Background: an optimization exercise with open tools, aiming at small area. Do not read the settings as production practice. The RTL was checked by simulation tests, not by an equivalence proof against the original design. Power and IR drop assume default switching activity.

==> build 51: inputs <==
==> flow/design.v <==
module regfile (
	input  logic        clk, reset,
	input  logic        we,
	input  logic [4:0]  wa,
	input  logic [63:0] wd,
	input  logic [4:0]  ra1, ra2,
	input  logic        alt_sel,
	input  logic [63:0] alt,
	input  logic [63:0] r31,
	output logic [63:0] rd1, rd2
);
	logic [30:0][63:0] R;
	logic [30:0]       written;
	logic              w31;
	logic [30:0] wsel;
	always_comb
		for (int i = 0; i < 31; i++) wsel[i] = we && wa == 5'(i);
	for (genvar i = 0; i < 31; i++) begin : g_reg
		always_ff @(posedge clk)
			if (wsel[i]) R[i] <= wd;
		always_ff @(posedge clk, posedge reset)
			if (reset) written[i] <= 1'b0;
			else if (wsel[i]) written[i] <= 1'b1;
	end
	always_ff @(posedge clk, posedge reset)
		if (reset) w31 <= 1'b0;
		else w31 <= we && wa == 5'd31;
	logic [31:0] s1, s2;    
	logic        u1, u2;    
	always_comb begin
		for (int i = 0; i < 31; i++) begin
			s1[i] = !alt_sel && ra1 == 5'(i) && written[i];
			s2[i] = ra2 == 5'(i) && written[i];
		end
		s1[31] = !alt_sel && ra1 == 5'd31 && w31;
		s2[31] = ra2 == 5'd31 && w31;
		u1 = !alt_sel && ra1 != 5'd31 && !written[ra1];
		u2 = ra2 != 5'd31 && !written[ra2];
	end
	always_comb begin
		rd1 = ({64{s1[31]}} & r31) | ({64{alt_sel}} & alt) | {59'd0, {5{u1}} & ra1};
		rd2 = ({64{s2[31]}} & r31) | {59'd0, {5{u2}} & ra2};
		for (int i = 0; i < 31; i++) begin
			rd1 = rd1 | ({64{s1[i]}} & R[i]);
			rd2 = rd2 | ({64{s2[i]}} & R[i]);
		end
	end
endmodule
module alu (
	input  logic [63:0] a, b,
	input  logic        sub, logic_op, or_op,
	output logic [63:0] result,
	output logic [3:0]  flags    
);
	logic [63:0] bx, g, p, G, P, c, sum;
	assign bx = b ^ {64{sub}};
	assign g = a & bx;
	assign p = a ^ bx;
	always_comb begin
		G = g;
		P = p;
		G[0] = g[0] | (p[0] & sub);
		for (int l = 0; l < 6; l++)
			for (int i = 0; i < 64; i++)
				if ((i + 1) % (2 ** (l + 1)) == 0) begin
					G[i] = G[i] | (P[i] & G[i - 2 ** l]);
					P[i] = P[i] & P[i - 2 ** l];
				end
		for (int l = 4; l >= 0; l--)
			for (int i = 3 * 2 ** l - 1; i < 64; i += 2 ** (l + 1)) begin
				G[i] = G[i] | (P[i] & G[i - 2 ** l]);
				P[i] = P[i] & P[i - 2 ** l];
			end
	end
	assign c = {G[62:0], sub};
	assign sum = p ^ c;
	assign result = logic_op ? (or_op ? (a | b) : (a & b)) : sum;
	assign flags = {result == 64'd0, result[63], G[63],
	                !p[63] && (sum[63] != a[63])};
endmodule
module legv8_core (
	input  logic        clk,
	input  logic        reset,
	output logic [63:0] IM_addr,
	input  logic [31:0] IM_readData,
	output logic [63:0] DM_addr,
	output logic [63:0] DM_writeData,
	output logic        DM_writeEnable,
	output logic        DM_readEnable,
	input  logic [63:0] DM_readData
);
	logic [63:2] pc;
	logic        m_take;
	logic [63:0] m_res;
	always_ff @(posedge clk, posedge reset)
		if (reset) pc <= '0;
		else pc <= m_take ? m_res[63:2] : pc + 62'd1;
	assign IM_addr = {pc, 2'b00};
	logic [10:0] op;
	assign op = IM_readData[31:21];
	logic f_R, f_I, f_ld, f_st, f_cbz, f_bc;
	always_comb begin
		f_R = (op == 11'b100_0101_1000) || (op == 11'b110_0101_1000) ||
		      (op == 11'b100_0101_0000) || (op == 11'b101_0101_0000) ||
		      (op == 11'b101_0101_1000) || (op == 11'b111_0101_1000);
		f_I = (op[10:1] == 10'b10_0100_0100) || (op[10:1] == 10'b11_0100_0100) ||
		      (op[10:1] == 10'b10_1100_0100) || (op[10:1] == 10'b11_1100_0100);
		f_ld = (op == 11'b111_1100_0010);
		f_st = (op == 11'b111_1100_0000);
		f_cbz = (op[10:3] == 8'b1011_0100);
		f_bc = (op[10:3] == 8'b0101_0100);
	end
	logic        d_rw, d_ld, d_st, d_cbz, d_bc, d_setf;    
	logic        d_sub, d_logic, d_or, d_useimm, d_immI, d_immB, d_reg2loc, d_br;
	logic [63:0] d_px;
	logic        d_z;
	logic [23:0] d_ins;
	always_ff @(posedge clk, posedge reset)
		if (reset) {d_rw, d_ld, d_st, d_cbz, d_bc, d_setf} <= '0;
		else begin
			d_rw <= f_R | f_I | f_ld;
			d_ld <= f_ld;
			d_st <= f_st;
			d_cbz <= f_cbz;
			d_bc <= f_bc;
			d_setf <= (f_R & op[3] | f_I) & op[8];
		end
	always_ff @(posedge clk) begin
		d_sub <= (f_R | f_I) & op[9];
		d_logic <= f_R & ~op[3];
		d_or <= op[8];
		d_useimm <= ~f_R;
		d_immI <= f_I;
		d_immB <= f_cbz | f_bc;
		d_reg2loc <= f_st | f_cbz;
		d_br <= f_cbz | f_bc;
		d_px <= (f_cbz | f_bc) ? {pc, 2'b00} : wd;
		d_z <= wd == 64'd0;
		d_ins <= IM_readData[23:0];
	end
	logic [63:0] rd1, rd2;
	logic        m_rw;
	logic [4:0]  m_rd;
	logic [63:0] wd;
	regfile RF (.clk(clk), .reset(reset), .we(m_rw), .wa(m_rd), .wd(wd),
	            .ra1(d_ins[9:5]), .ra2(d_reg2loc ? d_ins[4:0] : d_ins[20:16]),
	            .alt_sel(d_br), .alt(d_px),
	            .r31(d_br ? {63'd0, ~d_z} : d_px),
	            .rd1(rd1), .rd2(rd2));
	logic [20:0] d_imm;
	always_comb
		if (d_immB) d_imm = {d_ins[23:5], 2'b00};
		else if (d_immI) d_imm = {9'd0, d_ins[21:10]};
		else d_imm = {{12{d_ins[20]}}, d_ins[20:12]};
	logic        e_rw, e_ld, e_st, e_cbz, e_bc, e_setf;    
	logic        e_sub, e_logic, e_or, e_useimm;
	logic [63:0] e_a, e_b;
	logic [20:0] e_imm;
	logic [4:0]  e_rd;
	always_ff @(posedge clk, posedge reset)
		if (reset) {e_rw, e_ld, e_st, e_cbz, e_bc, e_setf} <= '0;
		else {e_rw, e_ld, e_st, e_cbz, e_bc, e_setf} <= {d_rw, d_ld, d_st, d_cbz, d_bc, d_setf};
	always_ff @(posedge clk) begin
		e_sub <= d_sub;
		e_logic <= d_logic;
		e_or <= d_or;
		e_useimm <= d_useimm;
		e_a <= rd1;
		e_b <= rd2;
		e_imm <= d_imm;
		e_rd <= d_ins[4:0];
	end
	logic [63:0] res;
	logic [3:0]  nf;
	logic [3:0]  flags;    
	alu ALU (.a(e_a), .b(e_useimm ? {{43{e_imm[20]}}, e_imm} : e_b),
	         .sub(e_sub), .logic_op(e_logic), .or_op(e_or),
	         .result(res), .flags(nf));
	always_ff @(posedge clk, posedge reset)
		if (reset) flags <= '0;
		else if (e_setf) flags <= nf;
	logic cond;
	always_comb
		case (e_rd[3:0])
			4'b0000: cond = flags[3];
			4'b0001: cond = ~flags[3];
			4'b0010: cond = flags[1];
			4'b0011: cond = ~flags[1];
			4'b0100: cond = flags[2];
			4'b0101: cond = ~flags[2];
			4'b0110: cond = flags[0];
			4'b0111: cond = ~flags[0];
			4'b1000: cond = ~flags[3] & flags[1];
			4'b1001: cond = flags[3] | ~flags[1];
			4'b1010: cond = flags[2] == flags[0];
			4'b1011: cond = flags[2] != flags[0];
			4'b1100: cond = ~flags[3] & (flags[2] == flags[0]);
			4'b1101: cond = flags[3] | (flags[2] != flags[0]);
			default: cond = 1'b0;
		endcase
	logic        m_ld, m_st;    
	logic [63:0] m_sd;
	always_ff @(posedge clk, posedge reset)
		if (reset) {m_rw, m_ld, m_st, m_take} <= '0;
		else begin
			m_rw <= e_rw;
			m_ld <= e_ld;
			m_st <= e_st;
			m_take <= (e_cbz & (e_b == 64'd0)) | (e_bc & cond);
		end
	always_ff @(posedge clk) begin
		m_res <= res;
		m_sd <= e_b;
		m_rd <= e_rd;
	end
	assign DM_addr = m_res;
	assign DM_writeData = m_sd;
	assign DM_writeEnable = m_st;
	assign DM_readEnable = m_ld;
	assign wd = m_ld ? DM_readData : m_res;
endmodule
==> flow/flow/run.sh <==
#!/bin/bash
# The standard layout (the standard.sh: ORFS from the standard synthesis to the final
# layout), with one change: the buffers that buffer_ports puts on every input and output
# port are sky130_fd_sc_hd__buf_1 instead of the tool's default choice. Every port still
# gets its own buffer. Each tool's full output goes to a log file in this folder.
set -euo pipefail
bash standard.sh finish "BUFFER_PORTS_ARGS=-buffer_cell sky130_fd_sc_hd__buf_1" > standard_flow.log 2>&1
==> flow/standard.sh <==
#!/bin/bash
# synth_recipe.tcl (not shown) runs the flow's synth.tcl, then flattens the netlist and writes it again
# the make line also repeats each setting of config.mk as NAME=value (left out here)
make -C /OpenROAD-flow-scripts/flow DESIGN_CONFIG=/design/flow/config.mk WORK_HOME=/design/flow/orfs CLKGATE_MAP_FILE= SYNTH_SCRIPT=/design/flow/synth_recipe.tcl "${@:-finish}"
==> flow/config.mk <==
export PLATFORM = sky130hd
export DESIGN_NAME = legv8_core
export DESIGN_NICKNAME = legv8_core
export VERILOG_FILES = /design/flow/design.v
export SDC_FILE = /design/flow/constraint.sdc
export NUM_CORES = 4
export LEC_CHECK = 0
export CAP_MARGIN = 20
export CORE_MARGIN = 2
export CORE_UTILIZATION = 40
export CTS_BUF_LIST = sky130_fd_sc_hd__clkbuf_16
export CTS_CLUSTER_DIAMETER = 100
export CTS_CLUSTER_SIZE = 24
export PLACE_DENSITY = 0.5
export SLEW_MARGIN = 20
==> flow/constraint.sdc <==
create_clock -name core_clock -period 7.0 [get_ports {clk}]
set_input_delay 1.4000 -clock core_clock [delete_from_list [all_inputs] [get_ports {clk}]]
set_output_delay 1.4000 -clock core_clock [all_outputs]
set_load 0.01 [all_outputs]
==> trial 81 (differences from build 51) <==
==> flow/run.sh (new file) <==
#!/bin/bash
# synth_recipe.tcl (not shown) runs the flow's synth.tcl, then flattens the netlist and writes it again
# the make line also repeats each setting of config.mk as NAME=value (left out here)
make -C /OpenROAD-flow-scripts/flow DESIGN_CONFIG=/design/flow/config.mk WORK_HOME=/design/flow/orfs CLKGATE_MAP_FILE= SYNTH_SCRIPT=/design/flow/synth_recipe.tcl finish
--- a/flow/config.mk
+++ b/flow/config.mk
@@ -7,9 +7,9 @@
 export LEC_CHECK = 0
 export CAP_MARGIN = 20
 export CORE_MARGIN = 2
-export CORE_UTILIZATION = 40
+export CORE_UTILIZATION = 48
 export CTS_BUF_LIST = sky130_fd_sc_hd__clkbuf_16
 export CTS_CLUSTER_DIAMETER = 100
 export CTS_CLUSTER_SIZE = 24
-export PLACE_DENSITY = 0.5
+export PLACE_DENSITY = 0.56
 export SLEW_MARGIN = 20
removed: flow/flow/run.sh
removed: flow/standard.sh
==> build 52 (differences from build 51) <==
==> flow/run.sh (new file) <==
#!/bin/bash
# synth_recipe.tcl (not shown) runs the flow's synth.tcl, then flattens the netlist and writes it again
# the make line also repeats each setting of config.mk as NAME=value (left out here)
make -C /OpenROAD-flow-scripts/flow DESIGN_CONFIG=/design/flow/config.mk WORK_HOME=/design/flow/orfs CLKGATE_MAP_FILE= SYNTH_SCRIPT=/design/flow/synth_recipe.tcl finish
removed: flow/flow/run.sh
removed: flow/standard.sh
==> comparison table <==
item	trial 81	build 51	build 52
Outcome	complete, no violations	complete, no violations	complete, no violations
Clock slew at reported path FFs	0.11 ns	0.11 ns	0.10 ns
Worst-case hold slack	0.329 ns	0.333 ns	0.334 ns
Final instance area	114000 µm²	113000 µm²	115000 µm²
Clock-cell share of area	2.99%	3.16%	3.24%
Nets	7555	7569	7557
Total routed wire length on the met1 layer	186 mm	202 mm	201 mm
Overall Power	25.9 mW	26.1 mW	26.5 mW
Clk network pwr share	31.2%	32.1%	32.4%
Wire length per cell after detailed routing	53.6 µm	53.5 µm	53.6 µm
Multi-input gate area in the final layout	31100 µm²	31100 µm²	31100 µm²
Setup slack after placement	1.00 ns	0.662 ns	0.898 ns
Overall global routing resource usage	49.7%	43.2%	43.1%
Share of final-layout standard cells stronger than drive strength 1	8.65%	8.86%	8.81%
Final critical-path required period	6.11 ns	6.54 ns	6.26 ns
ANT cells	131	104	59
Share of the cycle needed by the critical path after routing	87.3%	93.5%	89.5%
Cell Rows	170	186	186

afterwards: timing with drivers on the ports:
How much do the figures lean on ideal ports? The routed layouts below were timed once more, with nothing changed but the port constraints.
Step 1: set_driving_cell puts a clkbuf_16 on clk and a buf_2 on each other input, an assumption about the parent block.
Step 2 also shifts input and output timing later by t, the mid clock arrival at the registers, as if the neighbouring blocks saw the same clock.
Slacks: ideal / step 1 / step 2; pairs: ideal / step 1.
| run | t, ns | setup slack, ns | clock arrival spread, ns | worst register clock-pin slew, ns | worst data-port slew with drivers (ns) |
|---|---|---|---|---|---|
| build 51 | 0.951 | 0.457 / 0.457 / 0.457 | 0.076 / 0.076 | 0.12 / 0.12 | 0.10 |
| trial 81 | 0.937 | 0.889 / 0.889 / 0.889 | 0.062 / 0.062 | 0.11 / 0.11 | 0.09 |
| build 52 | 0.978 | 0.736 / 0.736 / 0.736 | 0.086 / 0.086 | 0.11 / 0.11 | 0.14 |
After both steps every run listed still meets setup and hold.
